Context: an optimization exercise on an open-source flow, tuned for small area and a short achievable clock period. The choices shown serve that exercise and are no tape-out recipe. No run shown here included a check of the RTL's function; only the layout flow was run. Power figures rest on the tool's default switching activity, not on a simulated workload.

===== design/flow/flow/run.sh =====
#!/bin/bash
# The standard layout (standard.sh, synthesis unchanged) with three changes
# to how the layout is made:
#  - the resizer may pick any size of a cell, not only cells of the same footprint
#  - ports are buffered with buf_2 instead of the delay buffer buffer_ports picks
#  - larger clock-sink clusters and no CTS dummy loads
# Each tool's output stays in orfs/logs/; make's output goes to standard.log.
set -e
bash standard.sh \
  MATCH_CELL_FOOTPRINT=0 \
  "BUFFER_PORTS_ARGS=-buffer_cell sky130_fd_sc_hd__buf_2" \
  "CTS_ARGS=-sink_clustering_enable -repair_clock_nets -sink_clustering_size 30 -sink_clustering_max_diameter 100 -dont_use_dummy_load" \
  finish > standard.log 2>&1

===== design/flow/standard.sh =====
#!/bin/bash
# synth_recipe.tcl (not shown) runs the flow's synth.tcl, then flattens the netlist and writes it again
# the make line also repeats each setting of config.mk as NAME=value (left out here)
make -C /OpenROAD-flow-scripts/flow DESIGN_CONFIG=/design/flow/config.mk WORK_HOME=/design/flow/orfs CLKGATE_MAP_FILE= SYNTH_SCRIPT=/design/flow/synth_recipe.tcl "${@:-finish}"

===== design/flow/config.mk =====
export PLATFORM = sky130hd
export DESIGN_NAME = apb_top
export DESIGN_NICKNAME = apb_top
export VERILOG_FILES = /design/flow/design.v
export SDC_FILE = /design/flow/constraint.sdc
export NUM_CORES = 4
export LEC_CHECK = 0
export CAP_MARGIN = 20
export CORE_MARGIN = 2
export CORE_UTILIZATION = 40
export PLACE_DENSITY = 0.6
export SETUP_SLACK_MARGIN = 2.8
export SLEW_MARGIN = 20
export SYNTH_HIERARCHICAL = 1
export TNS_END_PERCENT = 10

===== design/flow/constraint.sdc =====
create_clock -name core_clock -period 5.0 [get_ports {PCLK}]
set_input_delay 1.0000 -clock core_clock [delete_from_list [all_inputs] [get_ports {PCLK}]]
set_output_delay 1.0000 -clock core_clock [all_outputs]
set_load 0.01 [all_outputs]

===== design/flow/design.v =====
module master_apb (
input PCLK,
input PRESETn,
input transfer,
output reg PENABLE
);
reg setup_q;
always @(posedge PCLK or negedge PRESETn)
begin
if(!PRESETn)
begin
setup_q<=1'b0;
PENABLE<=1'b0;
end
else
begin
setup_q<=transfer&~setup_q;
PENABLE<=setup_q;
end
end
endmodule
module RAM_slave #(parameter ADDRESS=8, parameter DATA=8, parameter LOCATION=64)(
input PCLK,PRESETn,
input PENABLE,
input PWRITE,
input [ADDRESS-1:0] waddr,
input [ADDRESS-1:0] raddr,
input [DATA-1:0] pwdata,
output reg [DATA-1:0] rdata
);
reg [DATA-1:0] memory [0:63];
reg [7:0] w_row, w_bank;    
reg [DATA-1:0] wr_data_n;   
wire [7:0] w_row_d, w_bank_d;
onehot8 w_row_dec (.en(PENABLE & PWRITE & (waddr < LOCATION)), .a(waddr[2:0]), .y(w_row_d));
dec8 w_bank_dec (.a(waddr[5:3]), .y(w_bank_d));
always @(posedge PCLK or negedge PRESETn)
begin
if(!PRESETn)
w_row<=8'b0;
else
w_row<=w_row_d;
end
always @(posedge PCLK)
begin
w_bank<=w_bank_d;
wr_data_n<=~pwdata;
end
wire rd = PENABLE & ~PWRITE;
wire [7:0] r_row [0:DATA/2-1];
wire [7:0] r_bank;
onehot8 r_bank_dec (.en(rd & (raddr < LOCATION)), .a(raddr[5:3]), .y(r_bank));
genvar g, b;
generate
for (b=0; b<DATA/2; b=b+1) begin : rdec
dec8 r_row_dec (.a(raddr[2:0]), .y(r_row[b]));
end
for (g=0; g<64; g=g+1) begin : loc
wire [DATA-1:0] d;
ram_row_next #(.DATA(DATA)) nxt (.bank(w_bank[g/8]), .row(w_row[g%8]), .wd_n(wr_data_n), .q(memory[g]), .d(d));
always @(posedge PCLK or negedge PRESETn)
begin
if(!PRESETn)
memory[g]<='b0;
else
memory[g]<=d;
end
end
for (b=0; b<DATA; b=b+1) begin : rbit
wire [7:0] bank_data;
wire rnext;
for (g=0; g<8; g=g+1) begin : bank
sel8 s (.sel(r_row[b/2]), .d({memory[8*g+7][b], memory[8*g+6][b], memory[8*g+5][b], memory[8*g+4][b],
                         memory[8*g+3][b], memory[8*g+2][b], memory[8*g+1][b], memory[8*g][b]}),
        .y(bank_data[g]));
end
wire rsel;
sel8 s (.sel(r_bank), .d(bank_data), .y(rsel));
or_hold h (.a(rsel), .hold(~rd), .q(rdata[b]), .y(rnext));
always @(posedge PCLK or negedge PRESETn)
begin
if(!PRESETn)
rdata[b]<=1'b0;
else
rdata[b]<=rnext;
end
end
endgenerate
endmodule
module ram_row_next #(parameter DATA=8)(
input bank, row,
input [DATA-1:0] wd_n,
input [DATA-1:0] q,
output [DATA-1:0] d
);
wire nwe = ~(bank & row);
genvar b;
generate
for (b=0; b<DATA; b=b+1) begin : bc
ram_bit_next nxt (.nwe(nwe), .wd_n(wd_n[b]), .q(q[b]), .d(d[b]));
end
endgenerate
endmodule
module ram_bit_next (
input nwe,
input wd_n,
input q,
output d
);
assign d = ~((wd_n | nwe) & ~(q & nwe));
endmodule
module onehot8 (
input en,
input [2:0] a,
output [7:0] y
);
assign y = en ? (8'b1 << a) : 8'b0;
endmodule
module dec8 (
input [2:0] a,
output [7:0] y
);
assign y = 8'b1 << a;
endmodule
module sel8 (
input [7:0] sel,
input [7:0] d,
output y
);
assign y = |(sel & d);
endmodule
module or_hold (
input a,
input hold,
input q,
output y
);
assign y = a | (hold & q);
endmodule
module apb_top #(parameter ADDRESS=8, parameter DATA =8, parameter LOCATION=64)(
input PCLK,PRESETn,transfer,READ_WRITE,
input [ADDRESS-1:0] apb_write_paddr,apb_read_paddr,
input [DATA-1:0] apb_write_data,
output [DATA-1:0] apb_read_data_out);
wire PENABLE;
master_apb master(
.PCLK(PCLK),
.PRESETn(PRESETn),
.transfer(transfer),
.PENABLE(PENABLE));
RAM_slave #(.ADDRESS(ADDRESS),.DATA(DATA), .LOCATION(LOCATION)) slave_dut (
.PCLK(PCLK),
.PRESETn(PRESETn),
.PENABLE(PENABLE),
.PWRITE(READ_WRITE),
.waddr(apb_write_paddr),
.raddr(apb_read_paddr),
.pwdata(apb_write_data),
.rdata(apb_read_data_out)
);
endmodule

==> results of run 1 <==
## registers in the layout (all words and copies together), names as in the netlist
register,count
slave_dut.memory,512
slave_dut.w_row,8
master.setup_q,1
master.PENABLE,1
slave_dut.w_bank,8
slave_dut.wr_data_n,8
slave_dut.rdata,8
## per-layer routing
metal	GRT usage (%)	vias up
met4	10.1	0
met5	0	-
li1	-	7888
met3	3.52	122
met2	39.8	766
met1	38.9	8551
## Yosys stat by module (local to each module, per instance), a selection
module	flops+latches	cells inside	cell area (µm²)	copies in the design
onehot8	0	8	95.1	2
dec8	0	8	65.1	5
master_apb	2	3	63.8	1
sel8	0	5	36.3	72
ram_bit_next	0	2	8.76	512
or_hold	0	1	7.51	8
## cell type report
| type | count | area (µm²) |
|---|---|---|
| fillers | 5097 | 29500 |
| flip-flops and latches | 546 | 13600 |
| multi-input cells | 1516 | 8310 |
| well taps | 696 | 871 |
| repair buffers | 79 | 664 |
| clock buffers | 23 | 576 |
| inverters | 8 | 30.0 |
| diodes | 2 | 5.00 |
## repair_timing
action	CTS	global route
pin swaps	5	3
endpoints found under the hold margin	0	0
setup endpoints to repair	12	14
resized for setup	59	12
buffers inserted	8	6
## metrics by stage
step	hold slack [ps]	std cells	utilization (%)	worst slack (ps)
6_report	401	2870	44.9	2710
5_1_grt	421	2868	44.9	2740
4_1_cts	396	2862	44.7	2730
3_5_place_dp	426	2831	43.0	1300
3_3_place_gp	419	2828	42.9	1160
2_1_floorplan	409	2070	-	2840
## logic make-up after synthesis
family | synth area share [%]
compound gates | 22.2
buf+inv | 0.139
flops | 63.0
simple gates | 14.7
## synth_stat cells
cell	number
and4b_1	2
dfxtp_1	16
nand2_1	576
and4b_2	4
nand4_1	72
inv_1	8
nor3_1	5
and3_2	5
and4_2	2
a22oi_1	288
nor4b_2	3
nor2b_4	1
a21o_1	8
nor3b_1	15
and4bb_2	2
dfrtp_1	530
and4bb_1	5
and3b_2	15
o21ai_1	512
nand2b_1	1
## final timing paths
kind                                          from                      end  depth (start not counted)
worst min-delay path                       PRESETn  slave_dut.memory[58][6]                          1
worst min register to register      master.setup_q           master.PENABLE                          0
worst max-delay path             apb_read_paddr[2]       slave_dut.rdata[2]                          8
worst max register to register  slave_dut.w_row[2]  slave_dut.memory[26][4]                          3
min in group core_clock             master.setup_q           master.PENABLE                          0
max in group asynchronous                  PRESETn  slave_dut.memory[24][4]                          2
## critical path: cells and delay by family
kind	cells	cell delay, ps
buf+inv	2	310
simple gates	3	530
compound gates	3	880
## where the power goes
| part | leakage (nW) | switching [W] | total, W | internal, W |
|---|---|---|---|---|
| Sequential | 7.51 | 0.0000596 | 0.00456 | 0.00450 |
| Combinational | 2.54 | 0.000345 | 0.000448 | 0.000103 |
| Clock | 0.283 | 0.00135 | 0.00218 | 0.000832 |
| Total | 10.3 | 0.00176 | 0.00719 | 0.00543 |
==> qor.yml, run 1 <==
detailed_routing:
  routed_via_density: 6.04
  drc: 0
  routed.top_layer: "met4"
  wirelength_met1_um: 32300
  drt-total-wl_um: 73600
  drtIter0Drc: 2126
  ant_nets: 0
  wl_per_cell_um: 25.7
  dr_wl_met2_um: 32400
  firstDrtPassIters: 6
  vias: 17300
  dr_wl_met3_um: 5850
hold_path:
  hold_path.class: "in2async"
sta:
  setup_tns_ps: 0
  period_share_pct: 45.7
  rsz0062_at_grt: "true"
  slew_viol_final: 0
  worst_pin_slew_ps: 932
  finalSetupViolations: 0
  hold_violations: 0
  finalCriticalPeriod_ps: 2290
  max_slew_margin_pct: 37.9
  skew_ps: 60.1
  fmax_ghz: 0.438
grt:
  grt_pass1_wl_um: 110000
  grt.overflow.total: 0
  grt_use_total_pct: 26.4
  grt_pass1_vias: 16300
  grt_max_degree: 116
  grt_antenna_before_repair: 0
placement:
  placed_cell_area_um2: 23000
  hpwl_um: 47800
  port_buffers: 35
  gp_congestion: 0.911
floorplanning:
  io_pins: 36
  dieArea_um2: 55800
  die_width_um: 236
  die_height_um: 236
  core_area_um2: 53600
  rows: 85
  start_util_pct: 40.2
critical_path:
  arrival_ps: 2750
  critical_path.max_fanout: 32
  critPathCaptureType: "flop"
  slowest_stage: "a22oi_1"
  critPathKind: "in2reg"
  crit_path_cell_trace: "buf_12, nor3b_4, buf_12, a22oi_1, nand4_1, a22oi_2, nand4_1, a21o_1"
  cpPeakStageDelay_ps: 400
  crit_required_ps: 5460
  regToRegSetupSlack_ps: 2950
  startpoint_type: "input port"
clock_tree:
  cts_tree: "yes"
  clk_path_buf_depth: 3
  path_clk_slew_ps: 110
  htree_levels: 1
  cts-buffers-inserted: 23
  cts-root-buf: "clkbuf_16"
  hold_buffers: 0
  insertion_delay_ps: 600
  clock_sinks: 546
synth:
  ys_warn_count: 10
  synth_top_area_share_pct: 61.5
  synthTopCellsByArea: "dfrtp_1 61%, o21ai_1 12%, a22oi_1 10%"
  synth-seq-area-share_pct: 63.0
  syn_avg_cell_area_um2: 10.4
  yosys.area.top_type: "dfrtp_1"
  ys_seq_elements: 546
  post_synth_num_cell_types: 20
  synthCells: 2070
  netlist_area_um2: 21600
cells_and_area:
  fin_nets: 2202
  final_common_cell: "nand2_1"
  syn2layout_area_growth_pct: 11.5
  design_area_um2: 24100
  drive_above_1_share_pct: 8.75
  final_cell_mix: "576 x nand2_1, 529 x dfrtp_1, 512 x o21ai_1"
power:
  worst_ir_drop_vdd_uv: 267
  power_w: 0.00719
  p_per_area_nw_per_um2: 299
  p_leak_nw: 10.3
status:
  status: "finished clean"
run:
  maxCapViolations: 0
==> run 2: changes to the inputs <==
--- a/design/flow/config.mk
+++ b/design/flow/config.mk
@@ -9,7 +9,7 @@
 export CORE_MARGIN = 2
 export CORE_UTILIZATION = 40
 export PLACE_DENSITY = 0.6
-export SETUP_SLACK_MARGIN = 2.8
+export SETUP_SLACK_MARGIN = 2.9
 export SLEW_MARGIN = 20
 export SYNTH_HIERARCHICAL = 1
 export TNS_END_PERCENT = 10
==> qor.yml, run 2 <==
status:
  status: "finished clean"  # unchanged
sta:
  fmax_ghz: 0.449  # was 0.438 GHz
  max_slew_margin_pct: 41.1  # was 37.9%
  skew_ps: 29.9  # was 60.1 ps
  worst_pin_slew_ps: 884  # was 932 ps
  finalCriticalPeriod_ps: 2230  # was 2290 ps
  setup_ws_ps: 2770  # was 2710 ps
  setup_tns_ps: 0  # unchanged
  rsz0062_at_grt: "true"  # unchanged
  slew_viol_final: 0  # unchanged
  period_share_pct: 44.5  # was 45.7%
  hold_violations: 0  # unchanged
  finalSetupViolations: 0  # unchanged
clock_tree:
  cts-root-buf: "clkbuf_16"  # unchanged
  clock_sinks: 546  # unchanged
  path_clk_slew_ps: 120  # was 110 ps
  htree_levels: 1  # unchanged
  insertion_delay_ps: 590  # was 600 ps
  cts-buffers-inserted: 22  # was 23
  clk_path_buf_depth: 3  # unchanged
  cts_tree: "yes"  # unchanged
critical_path:
  cpPeakStageDelay_ps: 490  # was 400 ps
  cp_top_family: "flip-flops"  # was compound AO/OA/AOI/OAI gates
  crit_path_cell_trace: "buf_6"  # was buf_12, nor3b_4, buf_12, a22oi_1, nand4_1, a22oi_2, nand4_1, a21o_1
  crit_required_ps: 4000  # was 5460 ps
  arrival_ps: 1230  # was 2750 ps
  startpoint_type: "flop"  # was input port
  cp.buffers_inverters: 1  # was 2
  critPathKind: "reg2out"  # was in2reg
  critical_path.max_fanout: 2  # was 32
  slowest_stage: "dfrtp_2"  # was a22oi_1
  critPathCaptureType: "primary output"  # was flop
synth:
  yosys.area.top_type: "dfrtp_1"  # unchanged
  ys_seq_elements: 546  # unchanged
  synth_top_area_share_pct: 61.5  # unchanged
  syn_avg_cell_area_um2: 10.4  # unchanged
  synthMostInstantiatedCell: "nand2_1"  # unchanged
  async_flop_share_pct: 97.1  # unchanged
  ys_warn_count: 10  # unchanged
  post_synth_num_cell_types: 20  # unchanged
  synthTopCellsByArea: "dfrtp_1 61%, o21ai_1 12%, a22oi_1 10%"  # unchanged
  synthCells: 2070  # unchanged
  synth_edf_count: 0  # unchanged
  synthTopCellsByCount: "576 x nand2_1, 530 x dfrtp_1, 512 x o21ai_1"  # unchanged
  synth-seq-area-share_pct: 63.0  # unchanged
  netlist_area_um2: 21600  # unchanged
  synth_ff_type: "dfrtp_1"  # unchanged
detailed_routing:
  wl_per_cell_um: 26.4  # was 25.7 µm
  vias: 17700  # was 17300
  dr_wl_met2_um: 33200  # was 32400 µm
  drc: 0  # unchanged
  drt-total-wl_um: 76500  # was 73600 µm
  dr_wl_met3_um: 7060  # was 5850 µm
  routed_via_density: 6.10  # was 6.04
  firstDrtPassIters: 6  # unchanged
  ant_nets: 0  # unchanged
  routed.top_layer: "met4"  # unchanged
  drtIter0Drc: 2333  # was 2126
  wirelength_met1_um: 32600  # was 32300 µm
grt:
  grt_use_total_pct: 26.6  # was 26.4%
  grt.overflow.total: 0  # unchanged
  grt_max_degree: 105  # was 116
  grt_pass1_vias: 16600  # was 16300
  grt_pass1_wl_um: 111000  # was 110000 µm
  grt_antenna_before_repair: 1  # was 0
floorplanning:
  start_util_pct: 40.2  # unchanged
  core_area_um2: 53600  # unchanged
  die_width_um: 236  # unchanged
  rows: 85  # unchanged
  dieArea_um2: 55800  # unchanged
  die_height_um: 236  # unchanged
  io_pins: 36  # unchanged
cells_and_area:
  final_common_cell: "nand2_1"  # unchanged
  fin_nets: 2230  # was 2202
  diodes: 0  # was 2
  syn2layout_area_growth_pct: 13.2  # was 11.5%
  drive_above_1_share_pct: 9.64  # was 8.75%
  final_cell_mix: "576 x nand2_1, 525 x dfrtp_1, 512 x o21ai_1"  # was 576 x nand2_1, 529 x dfrtp_1, 512 x o21ai_1
  regMostFlops: "slave_dut.memory"  # unchanged
  largest_reg_flops: 512  # unchanged
power:
  pwr-share-seq_pct: 63.2  # was 63.4%
  power_frac_clock_pct: 29.8  # was 30.4%
  power_switching_w: 0.00179  # was 0.00176 W
  worst_ir_drop_vdd_uv: 258  # was 267 µV
  intPower_w: 0.00542  # was 0.00543 W
  p_leak_nw: 10.5  # was 10.3 nW
  share_comb_of_total_power_pct: 7.0  # was 6.2%
  swShare_pct: 24.8  # was 24.4%
  p_per_area_nw_per_um2: 295  # was 299 nW/µm²
placement:
  hpwl_um: 46100  # was 47800 µm
  port_buffers: 35  # unchanged
  dp_slack_ps: 1400  # was 1300 ps
  gp_congestion: 0.886  # was 0.911
hold_path:
  hold_path.class: "in2async"  # unchanged
run:
  maxCapViolations: 0  # unchanged
run 2: cell counts after synthesis:
No cell type changed its count.
run 2: kinds of logic after synthesis:
| kind of cell | after synthesis | share of synthesized area [%] |
|---|---|---|
| compound gates | 808 | 22.2 |
| buf+inv | 8 | 0.139 |
| flops | 546 | 63.0 |
| simple gates | 708 | 14.7 |
run 2: final timing paths:
kind / start / endpoint / slack, ps / depth (start not counted)
max: slave_dut.rdata[0] / apb_read_data_out[0] / 2770 / 1
min: PRESETn / slave_dut.memory[55][3] / 450 / 1
max reg2reg: master.PENABLE / slave_dut.rdata[3] / 2960 / 5
min reg2reg: master.setup_q / master.PENABLE / 450 / 0
max in group asynchronous: PRESETn / slave_dut.memory[34][7] / 3410 / 2
min in group core_clock: master.setup_q / master.PENABLE / 450 / 0
run 2: power groups by stage:
stage	clock network (W)	registers (W)	logic [W]
after floorplan	0	0.00466	0.000128
after global placement	0	0.00464	0.000428
after detailed placement	0	0.00464	0.000441
after CTS	0.00219	0.00455	0.000479
after global routing	0.00234	0.00457	0.000543
final	0.00215	0.00456	0.000508
run 2: area by class of cell:
| type | count | area (µm²) |
|---|---|---|
| clock buffer | 22 | 551 |
| fill | 5086 | 29200 |
| inverter | 8 | 30.0 |
| multi-input combinational | 1522 | 8370 |
| sequential | 546 | 13600 |
| tap | 696 | 871 |
| timing repair buffer | 102 | 1000 |
run 2: through the flow:
| step | instances | hold slack (ps) | utilization [%] | power [W] | area (µm²) |
|---|---|---|---|---|---|
| after detailed placement | 2827 | 435 | 43.1 | 0.00508 | 23100 |
| after global placement | 2825 | 423 | 43.0 | 0.00507 | 23100 |
| after CTS | 2882 | 466 | 45.1 | 0.00722 | 24200 |
| after global routing | 2896 | 472 | 45.6 | 0.00745 | 24400 |
| after floorplan | 2070 | 409 | - | 0.00479 | 21800 |
| final | 2896 | 451 | 45.6 | 0.00721 | 24400 |
run 2: modules after synthesis, one instance, submodules excluded, excerpt:
module	area, µm²	flip-flops and latches	copies in the design
master_apb	63.8	2	1
or_hold	7.51	0	8
dec8	65.1	0	5
onehot8	95.1	0	2
ram_bit_next	8.76	0	512
sel8	36.3	0	72
run 2: what timing repair did:
item	CTS	global route
pin swaps	10	12
cloned	3	6
setup buffers	30	8
gates resized for setup	51	24
hold buffers	0	0
setup endpoints to repair	16	16
hold endpoints to repair	0	0
run 2: layer usage:
| layer | vias up | track usage, % |
|---|---|---|
| met5 | - | 0 |
| met4 | 0 | 11.1 |
| met3 | 180 | 4.26 |
| met2 | 832 | 39.6 |
| met1 | 8701 | 38.6 |
| li1 | 7960 | - |
==> run 3: changes to the inputs <==
==> design/flow/design.v (replaced) <==
module master_apb #(parameter ADDR_WIDTH=8, parameter DATA_WIDTH =8)(
input PCLK,
input PRESETn,
input READ_WRITE,
input transfer,
input [DATA_WIDTH-1:0] PRDATA,
output reg PENABLE,
output reg [DATA_WIDTH-1:0] apb_read_data_out
);
reg setup_q;
always @(posedge PCLK or negedge PRESETn)
begin
if(!PRESETn)
begin
setup_q<=1'b0;
PENABLE<=1'b0;
end
else
begin
setup_q<=transfer&~setup_q;
PENABLE<=setup_q;
end
end
always @(posedge PCLK or negedge PRESETn)
begin
if(!PRESETn)
apb_read_data_out<='b0;
else if (PENABLE && !READ_WRITE)
apb_read_data_out<=PRDATA;
end
endmodule
module RAM_slave #(parameter ADDRESS=8, parameter DATA=8, parameter LOCATION=64)(
input PCLK,PRESETn,
input PENABLE,
input PWRITE,
input [ADDRESS-1:0] waddr,
input [ADDRESS-1:0] raddr,
input [DATA-1:0] pwdata,
output [DATA-1:0] prdata
);
reg [DATA-1:0] memory [0:63];
wire wr = PENABLE & PWRITE & (waddr < LOCATION);
wire [7:0] w_row, w_bank;
onehot8 w_row_dec (.en(wr), .a(waddr[2:0]), .y(w_row));
onehot8 w_bank_dec (.en(1'b1), .a(waddr[5:3]), .y(w_bank));
wire [7:0] r_row [0:DATA/2-1];
wire [7:0] r_bank;
genvar k;
generate
for (k=0; k<DATA/2; k=k+1) begin : rdec
onehot8 r_row_dec (.en(1'b1), .a(raddr[2:0]), .y(r_row[k]));
end
endgenerate
onehot8 r_bank_dec (.en(raddr[ADDRESS-1:6] == 0), .a(raddr[5:3]), .y(r_bank));
genvar g, b;
generate
for (g=0; g<64; g=g+1) begin : loc
wire we = w_bank[g/8] & w_row[g%8];
wire nwe = ~(w_bank[g/8] & w_row[g%8]);
wire [DATA-1:0] d;
for (b=0; b<DATA; b=b+1) begin : bc
ram_bit_next nxt (.we(we), .nwe(nwe), .wd(pwdata[b]), .q(memory[g][b]), .d(d[b]));
end
always @(posedge PCLK or negedge PRESETn)
begin
if(!PRESETn)
memory[g]<='b0;
else
memory[g]<=d;
end
end
for (b=0; b<DATA; b=b+1) begin : rbit
wire [7:0] bank_data;
for (g=0; g<8; g=g+1) begin : bank
sel8 s (.sel(r_row[b/2]), .d({memory[8*g+7][b], memory[8*g+6][b], memory[8*g+5][b], memory[8*g+4][b],
                         memory[8*g+3][b], memory[8*g+2][b], memory[8*g+1][b], memory[8*g][b]}),
        .y(bank_data[g]));
end
sel8 s (.sel(r_bank), .d(bank_data), .y(prdata[b]));
end
endgenerate
endmodule
module ram_bit_next (
input we, nwe,
input wd,
input q,
output d
);
assign d = (q & nwe) | (wd & we);
endmodule
module onehot8 (
input en,
input [2:0] a,
output [7:0] y
);
assign y = en ? (8'b1 << a) : 8'b0;
endmodule
module sel8 (
input [7:0] sel,
input [7:0] d,
output y
);
assign y = |(sel & d);
endmodule
module apb_top #(parameter ADDRESS=8, parameter DATA =8, parameter LOCATION=64)(
input PCLK,PRESETn,transfer,READ_WRITE,
input [ADDRESS-1:0] apb_write_paddr,apb_read_paddr,
input [DATA-1:0] apb_write_data,
output [DATA-1:0] apb_read_data_out);
wire PENABLE;
wire [DATA-1:0] prdata;
master_apb #(.ADDR_WIDTH(ADDRESS),.DATA_WIDTH(DATA)) master(
.PCLK(PCLK),
.PRESETn(PRESETn),
.READ_WRITE(READ_WRITE),
.transfer(transfer),
.PRDATA(prdata),
.PENABLE(PENABLE),
.apb_read_data_out(apb_read_data_out));
RAM_slave #(.ADDRESS(ADDRESS),.DATA(DATA), .LOCATION(LOCATION)) slave_dut (
.PCLK(PCLK),
.PRESETn(PRESETn),
.PENABLE(PENABLE),
.PWRITE(READ_WRITE),
.waddr(apb_write_paddr),
.raddr(apb_read_paddr),
.pwdata(apb_write_data),
.prdata(prdata)
);
endmodule
==> design/flow/run.sh (new file) <==
#!/bin/bash
# synth_recipe.tcl (not shown) runs the flow's synth.tcl, then flattens the netlist and writes it again
# the make line also repeats each setting of config.mk as NAME=value (left out here)
make -C /OpenROAD-flow-scripts/flow DESIGN_CONFIG=/design/flow/config.mk WORK_HOME=/design/flow/orfs CLKGATE_MAP_FILE= SYNTH_SCRIPT=/design/flow/synth_recipe.tcl finish
--- a/design/flow/config.mk
+++ b/design/flow/config.mk
@@ -9,7 +9,6 @@
 export CORE_MARGIN = 2
 export CORE_UTILIZATION = 40
 export PLACE_DENSITY = 0.6
-export SETUP_SLACK_MARGIN = 2.9
+export SETUP_SLACK_MARGIN = 2.8
 export SLEW_MARGIN = 20
 export SYNTH_HIERARCHICAL = 1
-export TNS_END_PERCENT = 10
removed: design/flow/flow/run.sh
removed: design/flow/standard.sh
==> qor.yml, run 3 <==
placement:
  port_buffers: 35  # unchanged
  hpwl_um: 49700  # was 46100 µm
  gp_congestion: 0.878  # was 0.886
synth:
  post_synth_num_cell_types: 19  # was 20
  ys_warn_count: 10  # unchanged
  synthMostInstantiatedCell: "dfrtp_1"  # was nand2_1
  synth_ff_type: "dfrtp_1"  # unchanged
  synth-seq-area-share_pct: 59.9  # was 63.0%
  netlist_area_um2: 21800  # was 21600 µm²
  yosys.area.top_type: "dfrtp_1"  # unchanged
  synthCells: 1608  # was 2070
  synth_top_area_share_pct: 59.9  # was 61.5%
  synthTopCellsByCount: "522 x dfrtp_1, 512 x a22o_1, 288 x a22oi_1"  # was 576 x nand2_1, 530 x dfrtp_1, 512 x o21ai_1
  syn_avg_cell_area_um2: 13.6  # was 10.4 µm²
  ys_seq_elements: 522  # was 546
  synthTopCellsByArea: "dfrtp_1 60%, a22o_1 21%, a22oi_1 9.9%"  # was dfrtp_1 61%, o21ai_1 12%, a22oi_1 10%
  async_flop_share_pct: 100  # was 97.1%
  synth_edf_count: 0  # unchanged
sta:
  setup_tns_ps: 0  # unchanged
  worst_pin_slew_ps: 1160  # was 884 ps
  finalSetupViolations: 0  # unchanged
  fmax_ghz: 0.416  # was 0.449 GHz
  max_slew_margin_pct: 22.8  # was 41.1%
  hold_violations: 0  # unchanged
  finalCriticalPeriod_ps: 2410  # was 2230 ps
  rsz0062_at_grt: "true"  # unchanged
  period_share_pct: 48.1  # was 44.5%
  slew_viol_final: 0  # unchanged
  skew_ps: 19.8  # was 29.9 ps
critical_path:
  r2r_cells: 8  # was 5
  startpoint_type: "input port"  # was flop
  cpMostUsedCell: "nand4_1"
  crit_path_cell_trace: "buf_16, buf_8, and4bb_4, a22oi_1, nand4_1, a22oi_2, nand4_1, mux2_4"  # was buf_6
  arrival_ps: 2910  # was 1230 ps
  critical_path.max_fanout: 36  # was 2
  cpPeakStageDelay_ps: 390  # was 490 ps
  slowest_stage: "a22oi_2"  # was dfrtp_2
  crit_required_ps: 5510  # was 4000 ps
  critPathKind: "in2reg"  # was reg2out
  critPathCaptureType: "flop"  # was primary output
cells_and_area:
  syn2layout_area_growth_pct: 26.4  # was 13.2%
  final_common_cell: "dfrtp_1"  # was nand2_1
  final_cell_mix: "519 x dfrtp_1, 512 x a22o_1, 202 x a22oi_1"  # was 576 x nand2_1, 525 x dfrtp_1, 512 x o21ai_1
  drive_above_1_share_pct: 25.6  # was 9.64%
  reg_top3: "slave_dut.memory (512), master.apb_read_data_out (8)"
  largest_reg_flops: 512  # unchanged
  fin_nets: 1888  # was 2230
  regMostFlops: "slave_dut.memory"  # unchanged
  finish.utilization_pct: 51.1  # was 45.6%
grt:
  grt_pass1_wl_um: 128000  # was 111000 µm
  grt.overflow.total: 0  # unchanged
  grt_max_degree: 102  # was 105
  grt_pass1_vias: 18100  # was 16600
  grt_use_total_pct: 31.0  # was 26.6%
  grt_antenna_before_repair: 5  # was 1
detailed_routing:
  wl_per_cell_um: 34.2  # was 26.4 µm
  ant_nets: 0  # unchanged
  drtIter0Drc: 2623  # was 2333
  drc: 0  # unchanged
  firstDrtPassIters: 6  # unchanged
  vias: 18500  # was 17700
  drt-total-wl_um: 89000  # was 76500 µm
  routed_via_density: 7.10  # was 6.10
power:
  worst_ir_drop_vdd_uv: 256  # was 258 µV
  power_switching_w: 0.00216  # was 0.00179 W
  intPower_w: 0.00670  # was 0.00542 W
  p_per_area_nw_per_um2: 322  # was 295 nW/µm²
  pwr-share-seq_pct: 48.5  # was 63.2%
  p_leak_nw: 12.5  # was 10.5 nW
  power_frac_clock_pct: 45.5  # was 29.8%
  swShare_pct: 24.4  # was 24.8%
  share_comb_of_total_power_pct: 6.0  # was 7.0%
  power_w: 0.00887  # was 0.00721 W
floorplanning:
  io_pins: 36  # unchanged
  start_util_pct: 40.5  # was 40.2%
  rows: 85  # unchanged
  die_height_um: 238  # was 236 µm
  die_width_um: 238  # was 236 µm
  dieArea_um2: 56400  # was 55800 µm²
  core_area_um2: 53900  # was 53600 µm²
status:
  status: "finished clean"  # unchanged
clock_tree:
  cts-root-buf: "clkbuf_16"  # unchanged
  clock_sinks: 522  # was 546
  cts-buffers-inserted: 54  # was 22
  cts_tree: "yes"  # unchanged
  path_clk_slew_ps: 60  # was 120 ps
  clk_path_buf_depth: 3  # unchanged
  insertion_delay_ps: 630  # was 590 ps
  htree_levels: 2  # was 1
hold_path:
  hold_path.class: "reg2reg"  # was in2async
  holdPathStages: 0
run:
  maxCapViolations: 0  # unchanged
-- run 3: cell types whose count changed in the layout (fill, tap and decap cells not counted), sizes merged, moves of 19 or more --
cell | previous run | this run
clkbuf | 25 | 87
and2 | 0 | 64
buf | 99 | 152
a22o | 0 | 512
o21ai | 512 | 0
nand2 | 576 | 64
and4bb | 7 | 26
conb | 0 | 40
and3b | 21 | 0
-- run 3: critical path: cells and delay by family --
| family | cells | cell delay [ps] |
|---|---|---|
| AO/OA/AOI/OAI | 2 | 580 |
| buffers and inverters | 2 | 320 |
| AND/OR/NAND/NOR | 3 | 700 |
| multiplexers | 1 | 290 |
-- run 3: layout make-up --
class	count	area, µm²
fill	4560	26400
timing repair buffer	167	2160
clock inverter	14	105
tap	696	871
multi-input combinational	1115	9730
clock buffer	85	1630
sequential	522	13100
antenna	2	5.00
-- run 3: final timing paths --
| check | startpoint | to | slack [ps] |
|---|---|---|---|
| worst max-delay path | apb_read_paddr[2] | master.apb_read_data_out[5] | 2590 |
| worst min-delay path | master.setup_q | master.PENABLE | 380 |
| worst max register to register | master.PENABLE | slave_dut.memory[4][6] | 3100 |
| worst min register to register | master.setup_q | master.PENABLE | 380 |
| max in group asynchronous | PRESETn | master.apb_read_data_out[6] | 3390 |
| min in group asynchronous | PRESETn | slave_dut.memory[16][6] | 430 |
-- run 3: kinds of logic after synthesis --
group	after synthesis	share of synthesized area [%]
other cells	1	0.0172
simple gates	260	8.21
flops	522	59.9
buf+inv	17	0.878
compound gates	800	30.5
mux	8	0.551
-- run 3: power by group through the flow --
stage	combinational, W	sequential (W)	clock, W
after floorplan	0.000112	0.00436	0
after CTS	0.000501	0.00430	0.00404
after global placement	0.000411	0.00437	0
after global routing	0.000554	0.00430	0.00422
after detailed placement	0.000419	0.00437	0
final	0.000535	0.00430	0.00403
-- run 3: Yosys stat by module, one instance, submodules excluded, excerpt --
module / flip-flops and latches / area [µm²] / cells / times used
ram_bit_next: 0 / 8.76 / 1 / 512
sel8: 0 / 36.3 / 5 / 72
onehot8: 0 / 95.1 / 8 / 7
-- run 3: repair_timing --
item	in CTS	in global routing
setup buffers	85	14
pin swaps	72	35
resized for setup	253	52
hold buffers	0	0
endpoints found under the setup margin	528	350
gates cloned	11	2
-- run 3: stage by stage --
stage	cell area [µm²]	hold slack, ps	setup slack, ps	instances
after CTS	27200	387	2650	2583
after floorplan	22200	354	2700	1647
after detailed placement	23500	368	642	2388
final	27600	381	2590	2601
after global placement	23500	362	762	2388
after global routing	27600	409	2580	2600
-- run 3: metal layers --
layer / wire (µm) / GRT usage (%) / vias to the layer above
met4: 4150 / 13.6 / 4
li1: - / - / 7289
met1: 36200 / 43.7 / 9698
met3: 10200 / 8.25 / 243
met5: 27 / 0 / -
met2: 38400 / 44.9 / 1226

what the ideal ports hide:
The results above use ideal ports. As a check the final layouts listed here were re-extracted and re-timed, cells and wires unchanged. Step 1: set_driving_cell puts a clkbuf_16 on PCLK and a buf_2 on each other input, an assumption about the parent block. Step 2 also shifts input and output timing later by t, the mid clock arrival at the registers, as if the neighbouring blocks saw the same clock. Slacks: no drivers / after step 1 / after step 2; pairs: no drivers / after step 1.
| run | t, ns | slack for setup (ns) | clock arrival spread, ns | worst register clock-pin slew, ns | pins driven straight from the clock port |
|---|---|---|---|---|---|
| run 1 | 0.625 | 2.715 / 2.717 / 2.096 | 0.063 / 0.063 | 0.12 / 0.12 | 1 |
| run 2 | 0.633 | 2.774 / 2.697 / 2.064 | 0.033 / 0.033 | 0.12 / 0.12 | 1 |
| run 3 | 0.675 | 2.594 / 2.507 / 1.832 | 0.021 / 0.021 | 0.07 / 0.07 | 1 |
After both steps setup and hold are still met in every run listed. The setup slack of run 3, which loses most, moves by -0.087 ns with the drivers and by -0.762 ns with both steps.
